What follows belongs to an exercise in optimizing a design on an open flow for small area and a short achievable clock period; a production flow would make more cautious choices. The RTL of this run was laid out without a check of its function. Power figures rest on the tool's default switching activity, not on a simulated workload.

==> flow/design.v <==
module alu(FPUCLK, RST, A, B, CTRL, OUT);
  input FPUCLK, RST;
  input [31:0] A, B;
  input [2:0] CTRL;
  output reg [31:0] OUT;
  wire s1, c2, x3, s4, c5, x6, s7, c8, s9, c10, x11, s12, c13, x14, s15, c16, x17, s18, c19, s20, c21, x22, s23, c24, x25, s26, c27, x28, s29, c30, s31, c32, x33, s34, c35, x36, s37, c38, x39, s40, c41, x42, s43, c44, x45, s46, c47, x48, s49, c50, x51, s52, c53, x54, s55, c56, x57, s58, c59, x60, s61, c62, x63, s64, c65, x66, s67, c68, x69, s70, c71, s72, c73, x74, s75, c76, x77, s78, c79, x80, s81, c82, x83, s84, c85, x86, s87, c88, s89, c90, x91, s92, c93, x94, s95, c96, x97, s98, c99, x100, s101, c102, x103, s104, c105, x106, s107, c108, x109, s110, c111, x112, s113, c114, x115, s116, c117, x118, s119, c120, x121, s122, c123, x124, s125, c126, x127, s128, c129, x130, s131, c132, x133, s134, c135, x136, s137, c138, x139, s140, c141, x142, s143, c144, x145, s146, c147, x148, s149, c150, x151, s152, c153, x154, s155, c156, x157, s158, c159, x160, s161, c162, x163, s164, c165, x166, s167, c168, x169, s170, c171, x172, s173, c174, x175, s176, c177, x178, s179, c180, x181, s182, c183, x184, s185, c186, x187, s188, c189, x190, s191, c192, x193, s194, c195, x196, s197, c198, x199, s200, c201, x202, s203, c204, x205, s206, c207, x208, s209, c210, x211, s212, c213, x214, s215, c216, x217, s218, c219, x220, s221, c222, x223, s224, c225, x226, s227, c228, x229, s230, c231, s232, c233, x234, s235, c236, x237, s238, c239, x240, s241, c242, x243, s244, c245, x246, s247, c248, x249, s250, c251, x252, s253, c254, x255, s256, c257, x258, s259, c260, x261, s262, c263, x264, s265, c266, x267, s268, c269, x270, s271, c272, x273, s274, c275, x276, s277, c278, x279, s280, c281, x282, s283, c284, x285, s286, c287, x288, s289, c290, x291, s292, c293, x294, s295, c296, x297, s298, c299, x300, s301, c302, x303, s304, c305, x306, s307, c308, x309, s310, c311, x312, s313, c314, x315, s316, c317, x318, s319, c320, x321, s322, c323, x324, s325, c326, x327, s328, c329, x330, s331, c332, x333, s334, c335, x336, s337, c338, x339, s340, c341, x342, s343, c344, x345, s346, c347, x348, s349, c350, x351, s352, c353, x354, s355, c356, x357, s358, c359, x360, s361, c362, x363, s364, c365, x366, s367, c368, x369, s370, c371, x372, s373, c374, s375, c376, x377, s378, c379, x380, s381, c382, s383, c384, x385, s386, c387, x388, s389, c390, x391, s392, c393, x394, s395, c396, x397, s398, c399, x400, s401, c402, x403, s404, c405, x406, s407, c408, x409, s410, c411, x412, s413, c414, x415, s416, c417, x418, s419, c420, x421, s422, c423, x424, s425, c426, x427, s428, c429, x430, s431, c432, x433, s434, c435, x436, s437, c438, x439, s440, c441, x442, s443, c444, x445, s446, c447, x448, s449, c450, x451, s452, c453, x454, s455, c456, x457, s458, c459, x460, s461, c462, x463, s464, c465, x466, s467, c468, x469, s470, c471, x472, s473, c474, x475, s476, c477, x478, s479, c480, x481, s482, c483, x484, s485, c486, x487, s488, c489, x490, s491, c492, x493, s494, c495, x496, s497, c498, x499, s500, c501, x502, s503, c504, x505, s506, c507, x508, s509, c510, x511, s512, c513, x514, s515, c516, x517, s518, c519, x520, s521, c522, x523, s524, c525, x526, s527, c528, x529, s530, c531, x532, s533, c534, s535, c536, x537, s538, c539, x540, s541, c542, x543, s544, c545, x546, s547, c548, x549, s550, c551, x552, s553, c554, x555, s556, c557, x558, s559, c560, x561, s562, c563, x564, s565, c566, x567, s568, c569, x570, s571, c572, x573, s574, c575, x576, s577, c578, x579, s580, c581, x582, s583, c584, x585, s586, c587, x588, s589, c590, x591, s592, c593, x594, s595, c596, x597, s598, c599, x600, s601, c602, x603, s604, c605, x606, s607, c608, x609, s610, c611, x612, s613, c614, x615, s616, c617, x618, s619, c620, x621, s622, c623, x624, s625, c626, x627, s628, c629, x630, s631, c632, x633, s634, c635, x636, s637, c638, x639, s640, c641, x642, s643, c644, x645, s646, c647, s648, c649, x650, s651, c652, x653, s654, c655, x656, s657, c658, x659, s660, c661, x662, s663, c664, x665, s666, c667, x668, s669, c670, x671, s672, c673, x674, s675, c676, x677, s678, c679, x680, s681, c682, x683, s684, c685, x686, s687, c688, x689, s690, c691, x692, s693, c694, x695, s696, c697, x698, s699, c700, x701, s702, c703, x704, s705, c706, x707, s708, c709, x710, s711, c712, s713, c714, x715, s716, c717, x718, s719, c720, x721, s722, c723, x724, s725, c726, x727, s728, c729, x730, s731, c732, x733, s734, c735, x736, s737, c738, x739, s740, c741, x742, s743, c744, x745, s746, c747, x748, s749, c750, x751, s752, c753, x754, s755, c756, x757, s758, c759, x760, s761, c762, x763, s764, c765, x766, s767, c768, x769, s770, c771, x772, s773, c774, x775, s776, c777, x778, s779, c780, x781;
  wire mul0 = CTRL[1], sub0 = CTRL[0];
  wire sa = A[31], sb = B[31];
  wire [7:0] ea = A[30:23], eb = B[30:23];
  wire [22:0] fa = A[22:0], fb = B[22:0];
  wire a_inf = &ea, b_inf = &eb;
  wire a_zero = ~|A, b_zero = ~|B;
  wire [7:0] dab = ea - eb;
  wire [7:0] dba = eb - ea;
  wire d_zero = (ea == eb);
  wire f_lt = (fa < fb);
  wire sp_b = a_zero;             
  wire sp_a = ~a_zero & b_zero;   
  wire sel_b = sp_b | (~sp_a & (dab[7] | (d_zero & f_lt)));
  wire [7:0] sh = dab[7] ? dba : dab;
  wire sh_big = (sh > 8'd23) | sp_a | sp_b;
  wire swap = ~mul0 & sel_b;
  wire eff_sub = sa ^ sb ^ sub0;
  wire [7:0] e_add = sel_b ? eb : ea;
  wire s_add = sp_b ? (sb | sub0) : (sel_b ? (sb ^ sub0) : sa);
  wire inf_s_add = a_inf ? sa : sb;
  wire [7:0] e_mul = ea + eb + 8'h81;
  wire s_mul = sa ^ sb;
  reg [22:0] ma, mb;        
  reg r1_mul, r1_sub, r1_shbig, r1_s, r1_inf, r1_zero;
  reg [4:0] r1_sh;
  reg [7:0] r1_e;
  always @(posedge FPUCLK) begin
    ma <= swap ? fb : fa;
    mb <= swap ? fa : fb;
    r1_mul <= mul0;
    r1_sub <= ~mul0 & eff_sub;
    r1_shbig <= sh_big;
    r1_sh <= sh[4:0];
    r1_e <= mul0 ? e_mul : e_add;
    r1_s <= mul0 ? s_mul : ((a_inf | b_inf) ? inf_s_add : s_add);
    r1_inf <= a_inf | b_inf;
    r1_zero <= mul0 & (a_zero | b_zero);
  end
  wire [23:0] big = {1'b1, ma};
  wire [23:0] sh0 = r1_shbig ? 24'd0 : {1'b1, mb};
  wire [23:0] sh1 = r1_sh[0] ? {1'b0, sh0[23:1]} : sh0;
  wire [23:0] sh2 = r1_sh[1] ? {2'b0, sh1[23:2]} : sh1;
  wire [23:0] sh3 = r1_sh[2] ? {4'b0, sh2[23:4]} : sh2;
  wire [23:0] sh4 = r1_sh[3] ? {8'b0, sh3[23:8]} : sh3;
  wire [23:0] sml = r1_sh[4] ? {16'b0, sh4[23:16]} : sh4;
  wire [23:0] smx = sml ^ {24{r1_sub}};
  assign x3 = mb[0] ^ (ma[22] & mb[1]);
  assign s1 = x3 ^ (ma[21] & mb[2]);
  assign c2 = x3 ? (ma[21] & mb[2]) : mb[0];
  assign x6 = (ma[20] & mb[3]) ^ (ma[19] & mb[4]);
  assign s4 = x6 ^ (ma[18] & mb[5]);
  assign c5 = x6 ? (ma[18] & mb[5]) : (ma[20] & mb[3]);
  assign s7 = (ma[17] & mb[6]) ^ (ma[16] & mb[7]);
  assign c8 = (ma[17] & mb[6]) & (ma[16] & mb[7]);
  assign x11 = mb[1] ^ (ma[22] & mb[2]);
  assign s9 = x11 ^ (ma[21] & mb[3]);
  assign c10 = x11 ? (ma[21] & mb[3]) : mb[1];
  assign x14 = (ma[20] & mb[4]) ^ (ma[19] & mb[5]);
  assign s12 = x14 ^ (ma[18] & mb[6]);
  assign c13 = x14 ? (ma[18] & mb[6]) : (ma[20] & mb[4]);
  assign x17 = (ma[17] & mb[7]) ^ (ma[16] & mb[8]);
  assign s15 = x17 ^ (ma[15] & mb[9]);
  assign c16 = x17 ? (ma[15] & mb[9]) : (ma[17] & mb[7]);
  assign s18 = (ma[14] & mb[10]) ^ (ma[13] & mb[11]);
  assign c19 = (ma[14] & mb[10]) & (ma[13] & mb[11]);
  assign x22 = mb[2] ^ (ma[22] & mb[3]);
  assign s20 = x22 ^ (ma[21] & mb[4]);
  assign c21 = x22 ? (ma[21] & mb[4]) : mb[2];
  assign x25 = (ma[20] & mb[5]) ^ (ma[19] & mb[6]);
  assign s23 = x25 ^ (ma[18] & mb[7]);
  assign c24 = x25 ? (ma[18] & mb[7]) : (ma[20] & mb[5]);
  assign x28 = (ma[17] & mb[8]) ^ (ma[16] & mb[9]);
  assign s26 = x28 ^ (ma[15] & mb[10]);
  assign c27 = x28 ? (ma[15] & mb[10]) : (ma[17] & mb[8]);
  assign s29 = (ma[14] & mb[11]) ^ (ma[13] & mb[12]);
  assign c30 = (ma[14] & mb[11]) & (ma[13] & mb[12]);
  assign x33 = mb[3] ^ (ma[22] & mb[4]);
  assign s31 = x33 ^ (ma[21] & mb[5]);
  assign c32 = x33 ? (ma[21] & mb[5]) : mb[3];
  assign x36 = (ma[20] & mb[6]) ^ (ma[19] & mb[7]);
  assign s34 = x36 ^ (ma[18] & mb[8]);
  assign c35 = x36 ? (ma[18] & mb[8]) : (ma[20] & mb[6]);
  assign x39 = (ma[17] & mb[9]) ^ (ma[16] & mb[10]);
  assign s37 = x39 ^ (ma[15] & mb[11]);
  assign c38 = x39 ? (ma[15] & mb[11]) : (ma[17] & mb[9]);
  assign x42 = mb[4] ^ (ma[22] & mb[5]);
  assign s40 = x42 ^ (ma[21] & mb[6]);
  assign c41 = x42 ? (ma[21] & mb[6]) : mb[4];
  assign x45 = (ma[20] & mb[7]) ^ (ma[19] & mb[8]);
  assign s43 = x45 ^ (ma[18] & mb[9]);
  assign c44 = x45 ? (ma[18] & mb[9]) : (ma[20] & mb[7]);
  assign x48 = mb[5] ^ (ma[22] & mb[6]);
  assign s46 = x48 ^ (ma[21] & mb[7]);
  assign c47 = x48 ? (ma[21] & mb[7]) : mb[5];
  assign x51 = s1 ^ s4;
  assign s49 = x51 ^ s7;
  assign c50 = x51 ? s7 : s1;
  assign x54 = (ma[15] & mb[8]) ^ (ma[14] & mb[9]);
  assign s52 = x54 ^ (ma[13] & mb[10]);
  assign c53 = x54 ? (ma[13] & mb[10]) : (ma[15] & mb[8]);
  assign x57 = (ma[12] & mb[11]) ^ (ma[11] & mb[12]);
  assign s55 = x57 ^ (ma[10] & mb[13]);
  assign c56 = x57 ? (ma[10] & mb[13]) : (ma[12] & mb[11]);
  assign x60 = s9 ^ s12;
  assign s58 = x60 ^ s15;
  assign c59 = x60 ? s15 : s9;
  assign x63 = s18 ^ (ma[12] & mb[12]);
  assign s61 = x63 ^ (ma[11] & mb[13]);
  assign c62 = x63 ? (ma[11] & mb[13]) : s18;
  assign x66 = (ma[10] & mb[14]) ^ (ma[9] & mb[15]);
  assign s64 = x66 ^ (ma[8] & mb[16]);
  assign c65 = x66 ? (ma[8] & mb[16]) : (ma[10] & mb[14]);
  assign x69 = (ma[7] & mb[17]) ^ (ma[6] & mb[18]);
  assign s67 = x69 ^ (ma[5] & mb[19]);
  assign c68 = x69 ? (ma[5] & mb[19]) : (ma[7] & mb[17]);
  assign s70 = (ma[4] & mb[20]) ^ (ma[3] & mb[21]);
  assign c71 = (ma[4] & mb[20]) & (ma[3] & mb[21]);
  assign x74 = s20 ^ s23;
  assign s72 = x74 ^ s26;
  assign c73 = x74 ? s26 : s20;
  assign x77 = s29 ^ (ma[12] & mb[13]);
  assign s75 = x77 ^ (ma[11] & mb[14]);
  assign c76 = x77 ? (ma[11] & mb[14]) : s29;
  assign x80 = (ma[10] & mb[15]) ^ (ma[9] & mb[16]);
  assign s78 = x80 ^ (ma[8] & mb[17]);
  assign c79 = x80 ? (ma[8] & mb[17]) : (ma[10] & mb[15]);
  assign x83 = (ma[7] & mb[18]) ^ (ma[6] & mb[19]);
  assign s81 = x83 ^ (ma[5] & mb[20]);
  assign c82 = x83 ? (ma[5] & mb[20]) : (ma[7] & mb[18]);
  assign x86 = (ma[4] & mb[21]) ^ (ma[3] & mb[22]);
  assign s84 = x86 ^ ma[2];
  assign c85 = x86 ? ma[2] : (ma[4] & mb[21]);
  assign s87 = c10 ^ c13;
  assign c88 = c10 & c13;
  assign x91 = s31 ^ s34;
  assign s89 = x91 ^ s37;
  assign c90 = x91 ? s37 : s31;
  assign x94 = (ma[14] & mb[12]) ^ (ma[13] & mb[13]);
  assign s92 = x94 ^ (ma[12] & mb[14]);
  assign c93 = x94 ? (ma[12] & mb[14]) : (ma[14] & mb[12]);
  assign x97 = (ma[11] & mb[15]) ^ (ma[10] & mb[16]);
  assign s95 = x97 ^ (ma[9] & mb[17]);
  assign c96 = x97 ? (ma[9] & mb[17]) : (ma[11] & mb[15]);
  assign x100 = (ma[8] & mb[18]) ^ (ma[7] & mb[19]);
  assign s98 = x100 ^ (ma[6] & mb[20]);
  assign c99 = x100 ? (ma[6] & mb[20]) : (ma[8] & mb[18]);
  assign x103 = (ma[5] & mb[21]) ^ (ma[4] & mb[22]);
  assign s101 = x103 ^ ma[3];
  assign c102 = x103 ? ma[3] : (ma[5] & mb[21]);
  assign x106 = c21 ^ c24;
  assign s104 = x106 ^ c27;
  assign c105 = x106 ? c27 : c21;
  assign x109 = s40 ^ s43;
  assign s107 = x109 ^ (ma[17] & mb[10]);
  assign c108 = x109 ? (ma[17] & mb[10]) : s40;
  assign x112 = (ma[16] & mb[11]) ^ (ma[15] & mb[12]);
  assign s110 = x112 ^ (ma[14] & mb[13]);
  assign c111 = x112 ? (ma[14] & mb[13]) : (ma[16] & mb[11]);
  assign x115 = (ma[13] & mb[14]) ^ (ma[12] & mb[15]);
  assign s113 = x115 ^ (ma[11] & mb[16]);
  assign c114 = x115 ? (ma[11] & mb[16]) : (ma[13] & mb[14]);
  assign x118 = (ma[10] & mb[17]) ^ (ma[9] & mb[18]);
  assign s116 = x118 ^ (ma[8] & mb[19]);
  assign c117 = x118 ? (ma[8] & mb[19]) : (ma[10] & mb[17]);
  assign x121 = (ma[7] & mb[20]) ^ (ma[6] & mb[21]);
  assign s119 = x121 ^ (ma[5] & mb[22]);
  assign c120 = x121 ? (ma[5] & mb[22]) : (ma[7] & mb[20]);
  assign x124 = ma[4] ^ c32;
  assign s122 = x124 ^ c35;
  assign c123 = x124 ? c35 : ma[4];
  assign x127 = s46 ^ (ma[20] & mb[8]);
  assign s125 = x127 ^ (ma[19] & mb[9]);
  assign c126 = x127 ? (ma[19] & mb[9]) : s46;
  assign x130 = (ma[18] & mb[10]) ^ (ma[17] & mb[11]);
  assign s128 = x130 ^ (ma[16] & mb[12]);
  assign c129 = x130 ? (ma[16] & mb[12]) : (ma[18] & mb[10]);
  assign x133 = (ma[15] & mb[13]) ^ (ma[14] & mb[14]);
  assign s131 = x133 ^ (ma[13] & mb[15]);
  assign c132 = x133 ? (ma[13] & mb[15]) : (ma[15] & mb[13]);
  assign x136 = (ma[12] & mb[16]) ^ (ma[11] & mb[17]);
  assign s134 = x136 ^ (ma[10] & mb[18]);
  assign c135 = x136 ? (ma[10] & mb[18]) : (ma[12] & mb[16]);
  assign x139 = (ma[9] & mb[19]) ^ (ma[8] & mb[20]);
  assign s137 = x139 ^ (ma[7] & mb[21]);
  assign c138 = x139 ? (ma[7] & mb[21]) : (ma[9] & mb[19]);
  assign x142 = (ma[6] & mb[22]) ^ ma[5];
  assign s140 = x142 ^ c41;
  assign c141 = x142 ? c41 : (ma[6] & mb[22]);
  assign x145 = mb[6] ^ (ma[22] & mb[7]);
  assign s143 = x145 ^ (ma[21] & mb[8]);
  assign c144 = x145 ? (ma[21] & mb[8]) : mb[6];
  assign x148 = (ma[20] & mb[9]) ^ (ma[19] & mb[10]);
  assign s146 = x148 ^ (ma[18] & mb[11]);
  assign c147 = x148 ? (ma[18] & mb[11]) : (ma[20] & mb[9]);
  assign x151 = (ma[17] & mb[12]) ^ (ma[16] & mb[13]);
  assign s149 = x151 ^ (ma[15] & mb[14]);
  assign c150 = x151 ? (ma[15] & mb[14]) : (ma[17] & mb[12]);
  assign x154 = (ma[14] & mb[15]) ^ (ma[13] & mb[16]);
  assign s152 = x154 ^ (ma[12] & mb[17]);
  assign c153 = x154 ? (ma[12] & mb[17]) : (ma[14] & mb[15]);
  assign x157 = (ma[11] & mb[18]) ^ (ma[10] & mb[19]);
  assign s155 = x157 ^ (ma[9] & mb[20]);
  assign c156 = x157 ? (ma[9] & mb[20]) : (ma[11] & mb[18]);
  assign x160 = (ma[8] & mb[21]) ^ (ma[7] & mb[22]);
  assign s158 = x160 ^ ma[6];
  assign c159 = x160 ? ma[6] : (ma[8] & mb[21]);
  assign x163 = mb[7] ^ (ma[22] & mb[8]);
  assign s161 = x163 ^ (ma[21] & mb[9]);
  assign c162 = x163 ? (ma[21] & mb[9]) : mb[7];
  assign x166 = (ma[20] & mb[10]) ^ (ma[19] & mb[11]);
  assign s164 = x166 ^ (ma[18] & mb[12]);
  assign c165 = x166 ? (ma[18] & mb[12]) : (ma[20] & mb[10]);
  assign x169 = (ma[17] & mb[13]) ^ (ma[16] & mb[14]);
  assign s167 = x169 ^ (ma[15] & mb[15]);
  assign c168 = x169 ? (ma[15] & mb[15]) : (ma[17] & mb[13]);
  assign x172 = (ma[14] & mb[16]) ^ (ma[13] & mb[17]);
  assign s170 = x172 ^ (ma[12] & mb[18]);
  assign c171 = x172 ? (ma[12] & mb[18]) : (ma[14] & mb[16]);
  assign x175 = (ma[11] & mb[19]) ^ (ma[10] & mb[20]);
  assign s173 = x175 ^ (ma[9] & mb[21]);
  assign c174 = x175 ? (ma[9] & mb[21]) : (ma[11] & mb[19]);
  assign x178 = mb[8] ^ (ma[22] & mb[9]);
  assign s176 = x178 ^ (ma[21] & mb[10]);
  assign c177 = x178 ? (ma[21] & mb[10]) : mb[8];
  assign x181 = (ma[20] & mb[11]) ^ (ma[19] & mb[12]);
  assign s179 = x181 ^ (ma[18] & mb[13]);
  assign c180 = x181 ? (ma[18] & mb[13]) : (ma[20] & mb[11]);
  assign x184 = (ma[17] & mb[14]) ^ (ma[16] & mb[15]);
  assign s182 = x184 ^ (ma[15] & mb[16]);
  assign c183 = x184 ? (ma[15] & mb[16]) : (ma[17] & mb[14]);
  assign x187 = (ma[14] & mb[17]) ^ (ma[13] & mb[18]);
  assign s185 = x187 ^ (ma[12] & mb[19]);
  assign c186 = x187 ? (ma[12] & mb[19]) : (ma[14] & mb[17]);
  assign x190 = mb[9] ^ (ma[22] & mb[10]);
  assign s188 = x190 ^ (ma[21] & mb[11]);
  assign c189 = x190 ? (ma[21] & mb[11]) : mb[9];
  assign x193 = (ma[20] & mb[12]) ^ (ma[19] & mb[13]);
  assign s191 = x193 ^ (ma[18] & mb[14]);
  assign c192 = x193 ? (ma[18] & mb[14]) : (ma[20] & mb[12]);
  assign x196 = (ma[17] & mb[15]) ^ (ma[16] & mb[16]);
  assign s194 = x196 ^ (ma[15] & mb[17]);
  assign c195 = x196 ? (ma[15] & mb[17]) : (ma[17] & mb[15]);
  assign x199 = mb[10] ^ (ma[22] & mb[11]);
  assign s197 = x199 ^ (ma[21] & mb[12]);
  assign c198 = x199 ? (ma[21] & mb[12]) : mb[10];
  assign x202 = (ma[20] & mb[13]) ^ (ma[19] & mb[14]);
  assign s200 = x202 ^ (ma[18] & mb[15]);
  assign c201 = x202 ? (ma[18] & mb[15]) : (ma[20] & mb[13]);
  assign x205 = mb[11] ^ (ma[22] & mb[12]);
  assign s203 = x205 ^ (ma[21] & mb[13]);
  assign c204 = x205 ? (ma[21] & mb[13]) : mb[11];
  assign x208 = s49 ^ s52;
  assign s206 = x208 ^ s55;
  assign c207 = x208 ? s55 : s49;
  assign x211 = (ma[9] & mb[14]) ^ (ma[8] & mb[15]);
  assign s209 = x211 ^ (ma[7] & mb[16]);
  assign c210 = x211 ? (ma[7] & mb[16]) : (ma[9] & mb[14]);
  assign x214 = s58 ^ s61;
  assign s212 = x214 ^ s64;
  assign c213 = x214 ? s64 : s58;
  assign x217 = s67 ^ s70;
  assign s215 = x217 ^ (ma[2] & mb[22]);
  assign c216 = x217 ? (ma[2] & mb[22]) : s67;
  assign x220 = ma[1] ^ c2;
  assign s218 = x220 ^ c5;
  assign c219 = x220 ? c5 : ma[1];
  assign x223 = s72 ^ s75;
  assign s221 = x223 ^ s78;
  assign c222 = x223 ? s78 : s72;
  assign x226 = s81 ^ s84;
  assign s224 = x226 ^ s87;
  assign c225 = x226 ? s87 : s81;
  assign x229 = c16 ^ c19;
  assign s227 = x229 ^ c59;
  assign c228 = x229 ? c59 : c16;
  assign s230 = c62 ^ c65;
  assign c231 = c62 & c65;
  assign x234 = s89 ^ s92;
  assign s232 = x234 ^ s95;
  assign c233 = x234 ? s95 : s89;
  assign x237 = s98 ^ s101;
  assign s235 = x237 ^ s104;
  assign c236 = x237 ? s104 : s98;
  assign x240 = c30 ^ c73;
  assign s238 = x240 ^ c76;
  assign c239 = x240 ? c76 : c30;
  assign x243 = c79 ^ c82;
  assign s241 = x243 ^ c85;
  assign c242 = x243 ? c85 : c79;
  assign x246 = s107 ^ s110;
  assign s244 = x246 ^ s113;
  assign c245 = x246 ? s113 : s107;
  assign x249 = s116 ^ s119;
  assign s247 = x249 ^ s122;
  assign c248 = x249 ? s122 : s116;
  assign x252 = c38 ^ c90;
  assign s250 = x252 ^ c93;
  assign c251 = x252 ? c93 : c38;
  assign x255 = c96 ^ c99;
  assign s253 = x255 ^ c102;
  assign c254 = x255 ? c102 : c96;
  assign x258 = s125 ^ s128;
  assign s256 = x258 ^ s131;
  assign c257 = x258 ? s131 : s125;
  assign x261 = s134 ^ s137;
  assign s259 = x261 ^ s140;
  assign c260 = x261 ? s140 : s134;
  assign x264 = c44 ^ c108;
  assign s262 = x264 ^ c111;
  assign c263 = x264 ? c111 : c44;
  assign x267 = c114 ^ c117;
  assign s265 = x267 ^ c120;
  assign c266 = x267 ? c120 : c114;
  assign x270 = s143 ^ s146;
  assign s268 = x270 ^ s149;
  assign c269 = x270 ? s149 : s143;
  assign x273 = s152 ^ s155;
  assign s271 = x273 ^ s158;
  assign c272 = x273 ? s158 : s152;
  assign x276 = c47 ^ c126;
  assign s274 = x276 ^ c129;
  assign c275 = x276 ? c129 : c47;
  assign x279 = c132 ^ c135;
  assign s277 = x279 ^ c138;
  assign c278 = x279 ? c138 : c132;
  assign x282 = s161 ^ s164;
  assign s280 = x282 ^ s167;
  assign c281 = x282 ? s167 : s161;
  assign x285 = s170 ^ s173;
  assign s283 = x285 ^ (ma[8] & mb[22]);
  assign c284 = x285 ? (ma[8] & mb[22]) : s170;
  assign x288 = ma[7] ^ c144;
  assign s286 = x288 ^ c147;
  assign c287 = x288 ? c147 : ma[7];
  assign x291 = c150 ^ c153;
  assign s289 = x291 ^ c156;
  assign c290 = x291 ? c156 : c150;
  assign x294 = s176 ^ s179;
  assign s292 = x294 ^ s182;
  assign c293 = x294 ? s182 : s176;
  assign x297 = s185 ^ (ma[11] & mb[20]);
  assign s295 = x297 ^ (ma[10] & mb[21]);
  assign c296 = x297 ? (ma[10] & mb[21]) : s185;
  assign x300 = (ma[9] & mb[22]) ^ ma[8];
  assign s298 = x300 ^ c162;
  assign c299 = x300 ? c162 : (ma[9] & mb[22]);
  assign x303 = c165 ^ c168;
  assign s301 = x303 ^ c171;
  assign c302 = x303 ? c171 : c165;
  assign x306 = s188 ^ s191;
  assign s304 = x306 ^ s194;
  assign c305 = x306 ? s194 : s188;
  assign x309 = (ma[14] & mb[18]) ^ (ma[13] & mb[19]);
  assign s307 = x309 ^ (ma[12] & mb[20]);
  assign c308 = x309 ? (ma[12] & mb[20]) : (ma[14] & mb[18]);
  assign x312 = (ma[11] & mb[21]) ^ (ma[10] & mb[22]);
  assign s310 = x312 ^ ma[9];
  assign c311 = x312 ? ma[9] : (ma[11] & mb[21]);
  assign x315 = c177 ^ c180;
  assign s313 = x315 ^ c183;
  assign c314 = x315 ? c183 : c177;
  assign x318 = s197 ^ s200;
  assign s316 = x318 ^ (ma[17] & mb[16]);
  assign c317 = x318 ? (ma[17] & mb[16]) : s197;
  assign x321 = (ma[16] & mb[17]) ^ (ma[15] & mb[18]);
  assign s319 = x321 ^ (ma[14] & mb[19]);
  assign c320 = x321 ? (ma[14] & mb[19]) : (ma[16] & mb[17]);
  assign x324 = (ma[13] & mb[20]) ^ (ma[12] & mb[21]);
  assign s322 = x324 ^ (ma[11] & mb[22]);
  assign c323 = x324 ? (ma[11] & mb[22]) : (ma[13] & mb[20]);
  assign x327 = ma[10] ^ c189;
  assign s325 = x327 ^ c192;
  assign c326 = x327 ? c192 : ma[10];
  assign x330 = s203 ^ (ma[20] & mb[14]);
  assign s328 = x330 ^ (ma[19] & mb[15]);
  assign c329 = x330 ? (ma[19] & mb[15]) : s203;
  assign x333 = (ma[18] & mb[16]) ^ (ma[17] & mb[17]);
  assign s331 = x333 ^ (ma[16] & mb[18]);
  assign c332 = x333 ? (ma[16] & mb[18]) : (ma[18] & mb[16]);
  assign x336 = (ma[15] & mb[19]) ^ (ma[14] & mb[20]);
  assign s334 = x336 ^ (ma[13] & mb[21]);
  assign c335 = x336 ? (ma[13] & mb[21]) : (ma[15] & mb[19]);
  assign x339 = (ma[12] & mb[22]) ^ ma[11];
  assign s337 = x339 ^ c198;
  assign c338 = x339 ? c198 : (ma[12] & mb[22]);
  assign x342 = mb[12] ^ (ma[22] & mb[13]);
  assign s340 = x342 ^ (ma[21] & mb[14]);
  assign c341 = x342 ? (ma[21] & mb[14]) : mb[12];
  assign x345 = (ma[20] & mb[15]) ^ (ma[19] & mb[16]);
  assign s343 = x345 ^ (ma[18] & mb[17]);
  assign c344 = x345 ? (ma[18] & mb[17]) : (ma[20] & mb[15]);
  assign x348 = (ma[17] & mb[18]) ^ (ma[16] & mb[19]);
  assign s346 = x348 ^ (ma[15] & mb[20]);
  assign c347 = x348 ? (ma[15] & mb[20]) : (ma[17] & mb[18]);
  assign x351 = (ma[14] & mb[21]) ^ (ma[13] & mb[22]);
  assign s349 = x351 ^ ma[12];
  assign c350 = x351 ? ma[12] : (ma[14] & mb[21]);
  assign x354 = mb[13] ^ (ma[22] & mb[14]);
  assign s352 = x354 ^ (ma[21] & mb[15]);
  assign c353 = x354 ? (ma[21] & mb[15]) : mb[13];
  assign x357 = (ma[20] & mb[16]) ^ (ma[19] & mb[17]);
  assign s355 = x357 ^ (ma[18] & mb[18]);
  assign c356 = x357 ? (ma[18] & mb[18]) : (ma[20] & mb[16]);
  assign x360 = (ma[17] & mb[19]) ^ (ma[16] & mb[20]);
  assign s358 = x360 ^ (ma[15] & mb[21]);
  assign c359 = x360 ? (ma[15] & mb[21]) : (ma[17] & mb[19]);
  assign x363 = mb[14] ^ (ma[22] & mb[15]);
  assign s361 = x363 ^ (ma[21] & mb[16]);
  assign c362 = x363 ? (ma[21] & mb[16]) : mb[14];
  assign x366 = (ma[20] & mb[17]) ^ (ma[19] & mb[18]);
  assign s364 = x366 ^ (ma[18] & mb[19]);
  assign c365 = x366 ? (ma[18] & mb[19]) : (ma[20] & mb[17]);
  assign x369 = mb[15] ^ (ma[22] & mb[16]);
  assign s367 = x369 ^ (ma[21] & mb[17]);
  assign c368 = x369 ? (ma[21] & mb[17]) : mb[15];
  assign x372 = s206 ^ s209;
  assign s370 = x372 ^ (ma[6] & mb[17]);
  assign c371 = x372 ? (ma[6] & mb[17]) : s206;
  assign s373 = (ma[5] & mb[18]) ^ (ma[4] & mb[19]);
  assign c374 = (ma[5] & mb[18]) & (ma[4] & mb[19]);
  assign x377 = s212 ^ s215;
  assign s375 = x377 ^ s218;
  assign c376 = x377 ? s218 : s212;
  assign x380 = c8 ^ c50;
  assign s378 = x380 ^ c53;
  assign c379 = x380 ? c53 : c8;
  assign s381 = c56 ^ c207;
  assign c382 = c56 & c207;
  assign x385 = s221 ^ s224;
  assign s383 = x385 ^ s227;
  assign c384 = x385 ? s227 : s221;
  assign x388 = s230 ^ c68;
  assign s386 = x388 ^ c71;
  assign c387 = x388 ? c71 : s230;
  assign x391 = c213 ^ c216;
  assign s389 = x391 ^ c219;
  assign c390 = x391 ? c219 : c213;
  assign x394 = s232 ^ s235;
  assign s392 = x394 ^ s238;
  assign c393 = x394 ? s238 : s232;
  assign x397 = s241 ^ c88;
  assign s395 = x397 ^ c222;
  assign c396 = x397 ? c222 : s241;
  assign x400 = c225 ^ c228;
  assign s398 = x400 ^ c231;
  assign c399 = x400 ? c231 : c225;
  assign x403 = s244 ^ s247;
  assign s401 = x403 ^ s250;
  assign c402 = x403 ? s250 : s244;
  assign x406 = s253 ^ c105;
  assign s404 = x406 ^ c233;
  assign c405 = x406 ? c233 : s253;
  assign x409 = c236 ^ c239;
  assign s407 = x409 ^ c242;
  assign c408 = x409 ? c242 : c236;
  assign x412 = s256 ^ s259;
  assign s410 = x412 ^ s262;
  assign c411 = x412 ? s262 : s256;
  assign x415 = s265 ^ c123;
  assign s413 = x415 ^ c245;
  assign c414 = x415 ? c245 : s265;
  assign x418 = c248 ^ c251;
  assign s416 = x418 ^ c254;
  assign c417 = x418 ? c254 : c248;
  assign x421 = s268 ^ s271;
  assign s419 = x421 ^ s274;
  assign c420 = x421 ? s274 : s268;
  assign x424 = s277 ^ c141;
  assign s422 = x424 ^ c257;
  assign c423 = x424 ? c257 : s277;
  assign x427 = c260 ^ c263;
  assign s425 = x427 ^ c266;
  assign c426 = x427 ? c266 : c260;
  assign x430 = s280 ^ s283;
  assign s428 = x430 ^ s286;
  assign c429 = x430 ? s286 : s280;
  assign x433 = s289 ^ c159;
  assign s431 = x433 ^ c269;
  assign c432 = x433 ? c269 : s289;
  assign x436 = c272 ^ c275;
  assign s434 = x436 ^ c278;
  assign c435 = x436 ? c278 : c272;
  assign x439 = s292 ^ s295;
  assign s437 = x439 ^ s298;
  assign c438 = x439 ? s298 : s292;
  assign x442 = s301 ^ c174;
  assign s440 = x442 ^ c281;
  assign c441 = x442 ? c281 : s301;
  assign x445 = c284 ^ c287;
  assign s443 = x445 ^ c290;
  assign c444 = x445 ? c290 : c284;
  assign x448 = s304 ^ s307;
  assign s446 = x448 ^ s310;
  assign c447 = x448 ? s310 : s304;
  assign x451 = s313 ^ c186;
  assign s449 = x451 ^ c293;
  assign c450 = x451 ? c293 : s313;
  assign x454 = c296 ^ c299;
  assign s452 = x454 ^ c302;
  assign c453 = x454 ? c302 : c296;
  assign x457 = s316 ^ s319;
  assign s455 = x457 ^ s322;
  assign c456 = x457 ? s322 : s316;
  assign x460 = s325 ^ c195;
  assign s458 = x460 ^ c305;
  assign c459 = x460 ? c305 : s325;
  assign x463 = c308 ^ c311;
  assign s461 = x463 ^ c314;
  assign c462 = x463 ? c314 : c308;
  assign x466 = s328 ^ s331;
  assign s464 = x466 ^ s334;
  assign c465 = x466 ? s334 : s328;
  assign x469 = s337 ^ c201;
  assign s467 = x469 ^ c317;
  assign c468 = x469 ? c317 : s337;
  assign x472 = c320 ^ c323;
  assign s470 = x472 ^ c326;
  assign c471 = x472 ? c326 : c320;
  assign x475 = s340 ^ s343;
  assign s473 = x475 ^ s346;
  assign c474 = x475 ? s346 : s340;
  assign x478 = s349 ^ c204;
  assign s476 = x478 ^ c329;
  assign c477 = x478 ? c329 : s349;
  assign x481 = c332 ^ c335;
  assign s479 = x481 ^ c338;
  assign c480 = x481 ? c338 : c332;
  assign x484 = s352 ^ s355;
  assign s482 = x484 ^ s358;
  assign c483 = x484 ? s358 : s352;
  assign x487 = (ma[14] & mb[22]) ^ ma[13];
  assign s485 = x487 ^ c341;
  assign c486 = x487 ? c341 : (ma[14] & mb[22]);
  assign x490 = c344 ^ c347;
  assign s488 = x490 ^ c350;
  assign c489 = x490 ? c350 : c344;
  assign x493 = s361 ^ s364;
  assign s491 = x493 ^ (ma[17] & mb[20]);
  assign c492 = x493 ? (ma[17] & mb[20]) : s361;
  assign x496 = (ma[16] & mb[21]) ^ (ma[15] & mb[22]);
  assign s494 = x496 ^ ma[14];
  assign c495 = x496 ? ma[14] : (ma[16] & mb[21]);
  assign x499 = c353 ^ c356;
  assign s497 = x499 ^ c359;
  assign c498 = x499 ? c359 : c353;
  assign x502 = s367 ^ (ma[20] & mb[18]);
  assign s500 = x502 ^ (ma[19] & mb[19]);
  assign c501 = x502 ? (ma[19] & mb[19]) : s367;
  assign x505 = (ma[18] & mb[20]) ^ (ma[17] & mb[21]);
  assign s503 = x505 ^ (ma[16] & mb[22]);
  assign c504 = x505 ? (ma[16] & mb[22]) : (ma[18] & mb[20]);
  assign x508 = ma[15] ^ c362;
  assign s506 = x508 ^ c365;
  assign c507 = x508 ? c365 : ma[15];
  assign x511 = mb[16] ^ (ma[22] & mb[17]);
  assign s509 = x511 ^ (ma[21] & mb[18]);
  assign c510 = x511 ? (ma[21] & mb[18]) : mb[16];
  assign x514 = (ma[20] & mb[19]) ^ (ma[19] & mb[20]);
  assign s512 = x514 ^ (ma[18] & mb[21]);
  assign c513 = x514 ? (ma[18] & mb[21]) : (ma[20] & mb[19]);
  assign x517 = (ma[17] & mb[22]) ^ ma[16];
  assign s515 = x517 ^ c368;
  assign c516 = x517 ? c368 : (ma[17] & mb[22]);
  assign x520 = mb[17] ^ (ma[22] & mb[18]);
  assign s518 = x520 ^ (ma[21] & mb[19]);
  assign c519 = x520 ? (ma[21] & mb[19]) : mb[17];
  assign x523 = (ma[20] & mb[20]) ^ (ma[19] & mb[21]);
  assign s521 = x523 ^ (ma[18] & mb[22]);
  assign c522 = x523 ? (ma[18] & mb[22]) : (ma[20] & mb[20]);
  assign x526 = mb[18] ^ (ma[22] & mb[19]);
  assign s524 = x526 ^ (ma[21] & mb[20]);
  assign c525 = x526 ? (ma[21] & mb[20]) : mb[18];
  assign x529 = s370 ^ s373;
  assign s527 = x529 ^ (ma[3] & mb[20]);
  assign c528 = x529 ? (ma[3] & mb[20]) : s370;
  assign x532 = s375 ^ s378;
  assign s530 = x532 ^ s381;
  assign c531 = x532 ? s381 : s375;
  assign s533 = c210 ^ c371;
  assign c534 = c210 & c371;
  assign x537 = s383 ^ s386;
  assign s535 = x537 ^ s389;
  assign c536 = x537 ? s389 : s383;
  assign x540 = c376 ^ c379;
  assign s538 = x540 ^ c382;
  assign c539 = x540 ? c382 : c376;
  assign x543 = s392 ^ s395;
  assign s541 = x543 ^ s398;
  assign c542 = x543 ? s398 : s392;
  assign x546 = c384 ^ c387;
  assign s544 = x546 ^ c390;
  assign c545 = x546 ? c390 : c384;
  assign x549 = s401 ^ s404;
  assign s547 = x549 ^ s407;
  assign c548 = x549 ? s407 : s401;
  assign x552 = c393 ^ c396;
  assign s550 = x552 ^ c399;
  assign c551 = x552 ? c399 : c393;
  assign x555 = s410 ^ s413;
  assign s553 = x555 ^ s416;
  assign c554 = x555 ? s416 : s410;
  assign x558 = c402 ^ c405;
  assign s556 = x558 ^ c408;
  assign c557 = x558 ? c408 : c402;
  assign x561 = s419 ^ s422;
  assign s559 = x561 ^ s425;
  assign c560 = x561 ? s425 : s419;
  assign x564 = c411 ^ c414;
  assign s562 = x564 ^ c417;
  assign c563 = x564 ? c417 : c411;
  assign x567 = s428 ^ s431;
  assign s565 = x567 ^ s434;
  assign c566 = x567 ? s434 : s428;
  assign x570 = c420 ^ c423;
  assign s568 = x570 ^ c426;
  assign c569 = x570 ? c426 : c420;
  assign x573 = s437 ^ s440;
  assign s571 = x573 ^ s443;
  assign c572 = x573 ? s443 : s437;
  assign x576 = c429 ^ c432;
  assign s574 = x576 ^ c435;
  assign c575 = x576 ? c435 : c429;
  assign x579 = s446 ^ s449;
  assign s577 = x579 ^ s452;
  assign c578 = x579 ? s452 : s446;
  assign x582 = c438 ^ c441;
  assign s580 = x582 ^ c444;
  assign c581 = x582 ? c444 : c438;
  assign x585 = s455 ^ s458;
  assign s583 = x585 ^ s461;
  assign c584 = x585 ? s461 : s455;
  assign x588 = c447 ^ c450;
  assign s586 = x588 ^ c453;
  assign c587 = x588 ? c453 : c447;
  assign x591 = s464 ^ s467;
  assign s589 = x591 ^ s470;
  assign c590 = x591 ? s470 : s464;
  assign x594 = c456 ^ c459;
  assign s592 = x594 ^ c462;
  assign c593 = x594 ? c462 : c456;
  assign x597 = s473 ^ s476;
  assign s595 = x597 ^ s479;
  assign c596 = x597 ? s479 : s473;
  assign x600 = c465 ^ c468;
  assign s598 = x600 ^ c471;
  assign c599 = x600 ? c471 : c465;
  assign x603 = s482 ^ s485;
  assign s601 = x603 ^ s488;
  assign c602 = x603 ? s488 : s482;
  assign x606 = c474 ^ c477;
  assign s604 = x606 ^ c480;
  assign c605 = x606 ? c480 : c474;
  assign x609 = s491 ^ s494;
  assign s607 = x609 ^ s497;
  assign c608 = x609 ? s497 : s491;
  assign x612 = c483 ^ c486;
  assign s610 = x612 ^ c489;
  assign c611 = x612 ? c489 : c483;
  assign x615 = s500 ^ s503;
  assign s613 = x615 ^ s506;
  assign c614 = x615 ? s506 : s500;
  assign x618 = c492 ^ c495;
  assign s616 = x618 ^ c498;
  assign c617 = x618 ? c498 : c492;
  assign x621 = s509 ^ s512;
  assign s619 = x621 ^ s515;
  assign c620 = x621 ? s515 : s509;
  assign x624 = c501 ^ c504;
  assign s622 = x624 ^ c507;
  assign c623 = x624 ? c507 : c501;
  assign x627 = s518 ^ s521;
  assign s625 = x627 ^ ma[17];
  assign c626 = x627 ? ma[17] : s518;
  assign x630 = c510 ^ c513;
  assign s628 = x630 ^ c516;
  assign c629 = x630 ? c516 : c510;
  assign x633 = s524 ^ (ma[20] & mb[21]);
  assign s631 = x633 ^ (ma[19] & mb[22]);
  assign c632 = x633 ? (ma[19] & mb[22]) : s524;
  assign x636 = ma[18] ^ c519;
  assign s634 = x636 ^ c522;
  assign c635 = x636 ? c522 : ma[18];
  assign x639 = mb[19] ^ (ma[22] & mb[20]);
  assign s637 = x639 ^ (ma[21] & mb[21]);
  assign c638 = x639 ? (ma[21] & mb[21]) : mb[19];
  assign x642 = (ma[20] & mb[22]) ^ ma[19];
  assign s640 = x642 ^ c525;
  assign c641 = x642 ? c525 : (ma[20] & mb[22]);
  assign x645 = mb[20] ^ (ma[22] & mb[21]);
  assign s643 = x645 ^ (ma[21] & mb[22]);
  assign c644 = x645 ? (ma[21] & mb[22]) : mb[20];
  reg [91:0] r2_m;
  reg [7:0] r2_e;
  reg r2_mul, r2_sub, r2_s, r2_inf, r2_zero;
  always @(posedge FPUCLK) begin
    r2_m <= {(r1_mul ? 1'b0 : smx[23]), (r1_mul ? 1'b0 : big[23]), (r1_mul ? ma[22] : smx[22]), (r1_mul ? mb[22] : big[22]), (r1_mul & c644), (r1_mul & ma[21]), (r1_mul ? (ma[22] & mb[22]) : smx[21]), (r1_mul ? mb[21] : big[21]), (r1_mul & c641), (r1_mul & c638), (r1_mul ? ma[20] : smx[20]), (r1_mul ? s643 : big[20]), (r1_mul & c635), (r1_mul & c632), (r1_mul ? s640 : smx[19]), (r1_mul ? s637 : big[19]), (r1_mul & c629), (r1_mul & c626), (r1_mul ? s634 : smx[18]), (r1_mul ? s631 : big[18]), (r1_mul & c623), (r1_mul & c620), (r1_mul ? s628 : smx[17]), (r1_mul ? s625 : big[17]), (r1_mul & c617), (r1_mul & c614), (r1_mul ? s622 : smx[16]), (r1_mul ? s619 : big[16]), (r1_mul & c611), (r1_mul & c608), (r1_mul ? s616 : smx[15]), (r1_mul ? s613 : big[15]), (r1_mul & c605), (r1_mul & c602), (r1_mul ? s610 : smx[14]), (r1_mul ? s607 : big[14]), (r1_mul & c599), (r1_mul & c596), (r1_mul ? s604 : smx[13]), (r1_mul ? s601 : big[13]), (r1_mul & c593), (r1_mul & c590), (r1_mul ? s598 : smx[12]), (r1_mul ? s595 : big[12]), (r1_mul & c587), (r1_mul & c584), (r1_mul ? s592 : smx[11]), (r1_mul ? s589 : big[11]), (r1_mul & c581), (r1_mul & c578), (r1_mul ? s586 : smx[10]), (r1_mul ? s583 : big[10]), (r1_mul & c575), (r1_mul & c572), (r1_mul ? s580 : smx[9]), (r1_mul ? s577 : big[9]), (r1_mul & c569), (r1_mul & c566), (r1_mul ? s574 : smx[8]), (r1_mul ? s571 : big[8]), (r1_mul & c563), (r1_mul & c560), (r1_mul ? s568 : smx[7]), (r1_mul ? s565 : big[7]), (r1_mul & c557), (r1_mul & c554), (r1_mul ? s562 : smx[6]), (r1_mul ? s559 : big[6]), (r1_mul & c551), (r1_mul & c548), (r1_mul ? s556 : smx[5]), (r1_mul ? s553 : big[5]), (r1_mul & c545), (r1_mul & c542), (r1_mul ? s550 : smx[4]), (r1_mul ? s547 : big[4]), (r1_mul & c539), (r1_mul & c536), (r1_mul ? s544 : smx[3]), (r1_mul ? s541 : big[3]), (r1_mul & c534), (r1_mul & c531), (r1_mul ? s538 : smx[2]), (r1_mul ? s535 : big[2]), (r1_mul & c528), (r1_mul & c374), (r1_mul ? s533 : smx[1]), (r1_mul ? s530 : big[1]), (r1_mul & ma[0]), (r1_mul ? (ma[1] & mb[22]) : r1_sub), (r1_mul ? (ma[2] & mb[21]) : smx[0]), (r1_mul ? s527 : big[0])};
    r2_e <= r1_e;
    r2_mul <= r1_mul;
    r2_sub <= r1_sub;
    r2_s <= r1_s;
    r2_inf <= r1_inf;
    r2_zero <= r1_zero;
  end
  assign s646 = r2_m[0] ^ r2_m[1];
  assign c647 = r2_m[0] & r2_m[1];
  assign x650 = r2_m[4] ^ r2_m[5];
  assign s648 = x650 ^ r2_m[6];
  assign c649 = x650 ? r2_m[6] : r2_m[4];
  assign x653 = r2_m[8] ^ r2_m[9];
  assign s651 = x653 ^ r2_m[10];
  assign c652 = x653 ? r2_m[10] : r2_m[8];
  assign x656 = r2_m[12] ^ r2_m[13];
  assign s654 = x656 ^ r2_m[14];
  assign c655 = x656 ? r2_m[14] : r2_m[12];
  assign x659 = r2_m[16] ^ r2_m[17];
  assign s657 = x659 ^ r2_m[18];
  assign c658 = x659 ? r2_m[18] : r2_m[16];
  assign x662 = r2_m[20] ^ r2_m[21];
  assign s660 = x662 ^ r2_m[22];
  assign c661 = x662 ? r2_m[22] : r2_m[20];
  assign x665 = r2_m[24] ^ r2_m[25];
  assign s663 = x665 ^ r2_m[26];
  assign c664 = x665 ? r2_m[26] : r2_m[24];
  assign x668 = r2_m[28] ^ r2_m[29];
  assign s666 = x668 ^ r2_m[30];
  assign c667 = x668 ? r2_m[30] : r2_m[28];
  assign x671 = r2_m[32] ^ r2_m[33];
  assign s669 = x671 ^ r2_m[34];
  assign c670 = x671 ? r2_m[34] : r2_m[32];
  assign x674 = r2_m[36] ^ r2_m[37];
  assign s672 = x674 ^ r2_m[38];
  assign c673 = x674 ? r2_m[38] : r2_m[36];
  assign x677 = r2_m[40] ^ r2_m[41];
  assign s675 = x677 ^ r2_m[42];
  assign c676 = x677 ? r2_m[42] : r2_m[40];
  assign x680 = r2_m[44] ^ r2_m[45];
  assign s678 = x680 ^ r2_m[46];
  assign c679 = x680 ? r2_m[46] : r2_m[44];
  assign x683 = r2_m[48] ^ r2_m[49];
  assign s681 = x683 ^ r2_m[50];
  assign c682 = x683 ? r2_m[50] : r2_m[48];
  assign x686 = r2_m[52] ^ r2_m[53];
  assign s684 = x686 ^ r2_m[54];
  assign c685 = x686 ? r2_m[54] : r2_m[52];
  assign x689 = r2_m[56] ^ r2_m[57];
  assign s687 = x689 ^ r2_m[58];
  assign c688 = x689 ? r2_m[58] : r2_m[56];
  assign x692 = r2_m[60] ^ r2_m[61];
  assign s690 = x692 ^ r2_m[62];
  assign c691 = x692 ? r2_m[62] : r2_m[60];
  assign x695 = r2_m[64] ^ r2_m[65];
  assign s693 = x695 ^ r2_m[66];
  assign c694 = x695 ? r2_m[66] : r2_m[64];
  assign x698 = r2_m[68] ^ r2_m[69];
  assign s696 = x698 ^ r2_m[70];
  assign c697 = x698 ? r2_m[70] : r2_m[68];
  assign x701 = r2_m[72] ^ r2_m[73];
  assign s699 = x701 ^ r2_m[74];
  assign c700 = x701 ? r2_m[74] : r2_m[72];
  assign x704 = r2_m[76] ^ r2_m[77];
  assign s702 = x704 ^ r2_m[78];
  assign c703 = x704 ? r2_m[78] : r2_m[76];
  assign x707 = r2_m[80] ^ r2_m[81];
  assign s705 = x707 ^ r2_m[82];
  assign c706 = x707 ? r2_m[82] : r2_m[80];
  assign x710 = r2_m[84] ^ r2_m[85];
  assign s708 = x710 ^ r2_m[86];
  assign c709 = x710 ? r2_m[86] : r2_m[84];
  assign s711 = s646 ^ r2_m[2];
  assign c712 = s646 & r2_m[2];
  assign x715 = s648 ^ r2_m[7];
  assign s713 = x715 ^ c647;
  assign c714 = x715 ? c647 : s648;
  assign x718 = s651 ^ r2_m[11];
  assign s716 = x718 ^ c649;
  assign c717 = x718 ? c649 : s651;
  assign x721 = s654 ^ r2_m[15];
  assign s719 = x721 ^ c652;
  assign c720 = x721 ? c652 : s654;
  assign x724 = s657 ^ r2_m[19];
  assign s722 = x724 ^ c655;
  assign c723 = x724 ? c655 : s657;
  assign x727 = s660 ^ r2_m[23];
  assign s725 = x727 ^ c658;
  assign c726 = x727 ? c658 : s660;
  assign x730 = s663 ^ r2_m[27];
  assign s728 = x730 ^ c661;
  assign c729 = x730 ? c661 : s663;
  assign x733 = s666 ^ r2_m[31];
  assign s731 = x733 ^ c664;
  assign c732 = x733 ? c664 : s666;
  assign x736 = s669 ^ r2_m[35];
  assign s734 = x736 ^ c667;
  assign c735 = x736 ? c667 : s669;
  assign x739 = s672 ^ r2_m[39];
  assign s737 = x739 ^ c670;
  assign c738 = x739 ? c670 : s672;
  assign x742 = s675 ^ r2_m[43];
  assign s740 = x742 ^ c673;
  assign c741 = x742 ? c673 : s675;
  assign x745 = s678 ^ r2_m[47];
  assign s743 = x745 ^ c676;
  assign c744 = x745 ? c676 : s678;
  assign x748 = s681 ^ r2_m[51];
  assign s746 = x748 ^ c679;
  assign c747 = x748 ? c679 : s681;
  assign x751 = s684 ^ r2_m[55];
  assign s749 = x751 ^ c682;
  assign c750 = x751 ? c682 : s684;
  assign x754 = s687 ^ r2_m[59];
  assign s752 = x754 ^ c685;
  assign c753 = x754 ? c685 : s687;
  assign x757 = s690 ^ r2_m[63];
  assign s755 = x757 ^ c688;
  assign c756 = x757 ? c688 : s690;
  assign x760 = s693 ^ r2_m[67];
  assign s758 = x760 ^ c691;
  assign c759 = x760 ? c691 : s693;
  assign x763 = s696 ^ r2_m[71];
  assign s761 = x763 ^ c694;
  assign c762 = x763 ? c694 : s696;
  assign x766 = s699 ^ r2_m[75];
  assign s764 = x766 ^ c697;
  assign c765 = x766 ? c697 : s699;
  assign x769 = s702 ^ r2_m[79];
  assign s767 = x769 ^ c700;
  assign c768 = x769 ? c700 : s702;
  assign x772 = s705 ^ r2_m[83];
  assign s770 = x772 ^ c703;
  assign c771 = x772 ? c703 : s705;
  assign x775 = s708 ^ r2_m[87];
  assign s773 = x775 ^ c706;
  assign c774 = x775 ? c706 : s708;
  assign x778 = r2_m[88] ^ r2_m[89];
  assign s776 = x778 ^ c709;
  assign c777 = x778 ? c709 : r2_m[88];
  assign x781 = r2_m[90] ^ r2_m[91];
  assign s779 = x781 ^ r2_mul;
  assign c780 = x781 ? r2_mul : r2_m[90];
  wire [24:0] mrow0 = {c780, s779, s776, s773, s770, s767, s764, s761, s758, s755, s752, s749, s746, s743, s740, s737, s734, s731, s728, s725, s722, s719, s716, s713, s711};
  wire [24:0] mrow1 = {1'b0, c777, c774, c771, c768, c765, c762, c759, c756, c753, c750, c747, c744, c741, c738, c735, c732, c729, c726, c723, c720, c717, c714, c712, r2_m[3]};
  wire [24:0] msum = mrow0 + mrow1;
  wire [24:0] m3 = {msum[24] & ~r2_sub, msum[23:0]};
  reg [24:0] r3_m;
  reg [7:0] r3_e;
  reg r3_s, r3_inf, r3_zero;
  always @(posedge FPUCLK) begin
    r3_m <= m3;
    r3_e <= r2_e;
    r3_s <= r2_s;
    r3_inf <= r2_inf;
    r3_zero <= r2_zero;
  end
  reg [4:0] lz;
  integer i;
  always @(*) begin
    lz = 5'd24;
    for (i = 0; i < 24; i = i + 1)
      if (r3_m[i]) lz = 5'd23 - i;
  end
  wire [23:0] nsh = r3_m[23:0] << lz;
  wire m_zero = ~|r3_m;
  wire [22:0] frac = r3_m[24] ? r3_m[23:1] : nsh[22:0];
  wire [7:0] e_n = r3_m[24] ? r3_e + 8'd1 : r3_e - {3'b0, lz};
  wire [31:0] res = r3_inf ? {r3_s, 8'hff, 23'd0} :
                    (r3_zero | m_zero) ? 32'd0 : {r3_s, e_n, frac};
  always @(posedge FPUCLK or negedge RST) begin
    if (!RST) OUT <= 32'd0;
    else OUT <= res;
  end
endmodule
==> flow/run.sh <==
#!/bin/bash
# synth_recipe.tcl (not shown) runs the flow's synth.tcl, then flattens the netlist and writes it again
# the make line also repeats each setting of config.mk as NAME=value (left out here)
make -C /OpenROAD-flow-scripts/flow DESIGN_CONFIG=/design/flow/config.mk WORK_HOME=/design/flow/orfs CLKGATE_MAP_FILE= SYNTH_SCRIPT=/design/flow/synth_recipe.tcl finish
==> flow/config.mk <==
export PLATFORM = sky130hd
export DESIGN_NAME = alu
export DESIGN_NICKNAME = alu
export VERILOG_FILES = /design/flow/design.v
export SDC_FILE = /design/flow/constraint.sdc
export NUM_CORES = 4
export LEC_CHECK = 0
export CAP_MARGIN = 20
export CELL_PAD_IN_SITES_DETAIL_PLACEMENT = 1
export CORE_MARGIN = 2
export CORE_UTILIZATION = 35
export SETUP_SLACK_MARGIN = 4
export SLEW_MARGIN = 20
==> flow/constraint.sdc <==
create_clock -name core_clock -period 7.0 [get_ports {FPUCLK}]
set_input_delay 1.4000 -clock core_clock [delete_from_list [all_inputs] [get_ports {FPUCLK}]]
set_output_delay 1.4000 -clock core_clock [all_outputs]
set_load 0.01 [all_outputs]
==> reports/results.ini <==
[pwr]
irDropWorstVdd_v = 0.000335
switchingPower_w = 0.00776
swShare_pct = 47.2
power_frac_seq_pct = 15.5
power_density_nw_per_um2 = 594
power.total_w = 0.0164
p_int_w = 0.00867
p_comb_share_pct = 75.2
clock_power_share_pct = 9.3
power.leakage_nw = 10.9

[yosys]
synth_top_area_cell = dfxtp_1
synth_adder_area_share_pct = 12.8
synth_enable_flop_cells = 0
syn-instance-count = 2682
async_flop_share_pct = 13.4
yosysSeqAreaShare_pct = 22.7
synth-simple-area-share_pct = 15.3
synth_top_family_by_area = XOR/XNOR gates
synthXorXnorAreaFrac_pct = 23.4
synth.distinct_cells = 89
synth.net_count = 2849
yosysTopAreaCellShare_pct = 19.0
synthesis.area_um2 = 21700
synthMuxAreaShare_pct = 6.59
synth_compound_area_share_pct = 13.9
ys_ff_latch = 238
synth_top_flop_cell = dfxtp_1
yosysWarnings = 1
synthTopCellsByArea = dfxtp_1 19%, xnor2_1 16%, nand2_1 6.8%
syn_area_per_cell_um2 = 8.08

[floorplanning]
die_h_um = 253
start_util_pct = 35.2
core-area_um2 = 61500
io_pins = 101
row_count = 91
die_x_um = 253
die_area_um2 = 63900

[global_routing]
track_usage_pct = 23.5
grt_pass1_vias = 21000
grt_pass1_wl_um = 118000
grt-ovfl-total = 0
grt_start_max_net_pins = 83
antenna_found_initial = 0

[detailed_routing]
drt-vias-per-instance = 5.68
wl_per_cell_um = 23.1
dr.first_iter.drc_count = 1473
vias = 20600
post-route-drc-count = 0
wl_um = 83800
ant_nets = 0
drtPass1Iterations = 7

[placement]
place_hpwl_um = 50100
gp_congestion = 0.929
io_buffers = 99

[critical_path]
path_class = in -> reg
cp-end-kind = register
start_kind = input pin
crit_start = A[26]
cp.arrival_ns = 4.02
required_ns = 7.44
r2r_start = r3_m[18]
cp_max_fo = 5

[cts]
cts_tree = built
path_clk_slew_ns = 0.06
cts.sinks = 238
cts_root_buf = clkbuf_16
htree_levels = 1
cts.path.max_buffers = 3
cts_made_buffers = 27
cts_hold_buffers = 0
clk_latency_ns = 0.58

[timing]
slew_viol_final = 0
setup_viol = 0
slew_headroom_pct = 15.4
min_period_ns = 3.58
final_hold_viol_count = 0
grt_setup_unrepaired = true
worstMarginPinSlew_ns = 1.27
period_share_pct = 51.2
fin_skew_ns = 0.0224
fmaxAchievable_ghz = 0.279
fin_setup_tns_ns = 0

[layout]
n_antenna_cell = 0
drive_above_1_share_pct = 22.6
nets = 2984
fillers = 7134
areaGrowthSynthToFinish_pct = 27.7

[status]
outcome = complete, no violations

[worst_hold_path]
min-delay-start = r1_e[1]
min_path_type = reg -> reg

[flow_run]
max_cap_violations = 0

cells by family (layout without fill, tap and decap cells):
| kind of cell | count (synthesis) | after routing |
|---|---|---|
| xor+xnor | 557 | 557 |
| flops | 238 | 238 |
| fa+ha+maj | 248 | 248 |
| compound gates | 485 | 485 |
| buf+inv | 265 | 421 |
| mux | 122 | 122 |
| simple gates | 767 | 767 |
cell type report:
type                            count  area (µm²)  area share, %
Sequential cell                   238        5030           18.2
Multi-Input combinational cell   2179       17600           63.6
Inverter                          118         477           1.72
Timing Repair Buffer              253        2630           9.51
Clock inverter                     13         190          0.687
Tap cell                          790         988           3.57
Clock buffer                       37         753           2.72
power groups by stage:
stage / combinational [W] / sequential (W) / clock [W]
final: 0.0123 / 0.00255 / 0.00153
after global placement: 0.00938 / 0.00249 / 0
after floorplan: 0.00761 / 0.00222 / 0
after global routing: 0.0132 / 0.00259 / 0.00161
after CTS: 0.0107 / 0.00249 / 0.00153
after detailed placement: 0.00964 / 0.00251 / 0
critical path: stages:
cell and delay (ns):
buf_6 0.11, inv_2 0.07, ha_4 0.32, clkinvlp_4 0.11
a211oi_2 0.27, o22a_2 0.29, xnor2_4 0.14, buf_6 0.18
buf_6 0.14, mux2i_4 0.27, o21bai_1 0.11, a21oi_1 0.20
mux2i_1 0.25, nand4b_1 0.14
per-layer routing:
metal	vias up	part of all wire [%]	global-route usage, %	routed length (µm)
met1	10200	40	28.3	33700
li1	9332	-	-	-
met3	309	5.6	3.52	4720
met5	-	0	0	0
met4	0	5.7	10.4	4770
met2	801	48	41.1	40600
final timing paths:
check / slack (ns) / depth (start not counted) / endpoint
hold / removal: 0.33 / 0 / r2_e[1]
max in group asynchronous: 5.44 / 2 / OUT[26]
setup reg to reg: 3.53 / 16 / OUT[30]
min in group asynchronous: 1.25 / 2 / OUT[9]
hold reg to reg: 0.33 / 0 / r2_e[1]
setup / recovery: 3.42 / 14 / r1_shbig
through the flow:
step / setup WS [ns] / cells / hold slack (ns) / area (µm²) / util, %
after floorplan: 3.14 / 2682 / 0.310 / 21900 / -
after global placement: 1.50 / 3450 / 0.312 / 23300 / 38.0
after detailed placement: 1.41 / 3450 / 0.315 / 23300 / 38.0
after CTS: 3.58 / 3564 / 0.329 / 25900 / 42.1
after global routing: 3.36 / 3628 / 0.333 / 27700 / 45.0
final: 3.42 / 3628 / 0.327 / 27700 / 45.0
Yosys cell counts (all sizes together), types with 4 or more instances:
cell    number
a211oi      33
a21boi       9
a21o        39
a21oi      160
a221oi       7
a31oi        6
and2        34
and3         8
buf         83
clkbuf      64
dfrtp       32
dfxtp      206
fa           5
ha          93
inv        116
maj3       150
mux2        53
mux2i       58
mux4        11
nand2      391
nand2b      20
nand3       41
nand4       12
nor2       184
nor2b       15
nor3        25
nor4        22
o21a        36
o21ai      124
o21bai      14
o22a         4
o22ai       13
xnor2      403
xnor3        8
xor2       143
placed cells by master, fill, tap and decap left out, drive strengths merged, types with 11 or more instances in the layout:
cell and n:
dfxtp 206, mux2 53, nand3 41, inv 117, nand2 391, and2 34
o21ai 124, nor2 184, o21bai 14, clkdlybuf4s50 36, xnor2 403, dfrtp 32
o21a 36, nor2b 15, o22ai 13, nor4 22, mux4 11, clkdlybuf4s15 16
buf 176, maj3 150, nor3 25, xor2 143, ha 93, a21o 39
a211oi 33, nand2b 20, dlygate4sd2 17, mux2i 58, a21oi 160, nand4 12
clkbuf 44
state kept, by name, indices dropped and copies added, names as in the netlist, 5 cells and up:
| signal | flops |
|---|---|
| r1_sh | 5 |
| r3_e | 8 |
| r2_e | 8 |
| ma | 23 |
| r2_m | 92 |
| r1_e | 8 |
| mb | 23 |
| r3_m | 25 |
| OUT | 32 |
timing repair:
action,4_1_cts,5_1_grt
pin swaps,72,114
gates cloned,7,5
endpoints found under the setup margin,145,124
resized for setup,444,295
setup buffers,57,59

[re-timing with driven ports]
How much do the figures lean on ideal ports? The routed layout below was timed once more, with nothing changed but the port constraints. Step 1: set_driving_cell puts a clkbuf_16 on FPUCLK and a buf_2 on each other input, an assumption about the parent block. Step 2 times the ports against the registers' clock, not the clock port: input delays grow and output delays shrink by t, the midpoint of the rising clock arrivals with the driver on. Slacks: ideal / step 1 / step 2; pairs: ideal / step 1.
t, ns: 0.620
setup WS [ns]: 3.418 / 3.419 / 2.799
worst setup path at the end: input to register
After both steps this run still meets setup and hold. The setup slack of this run moves by +0.001 ns with the drivers and by -0.619 ns with both steps.
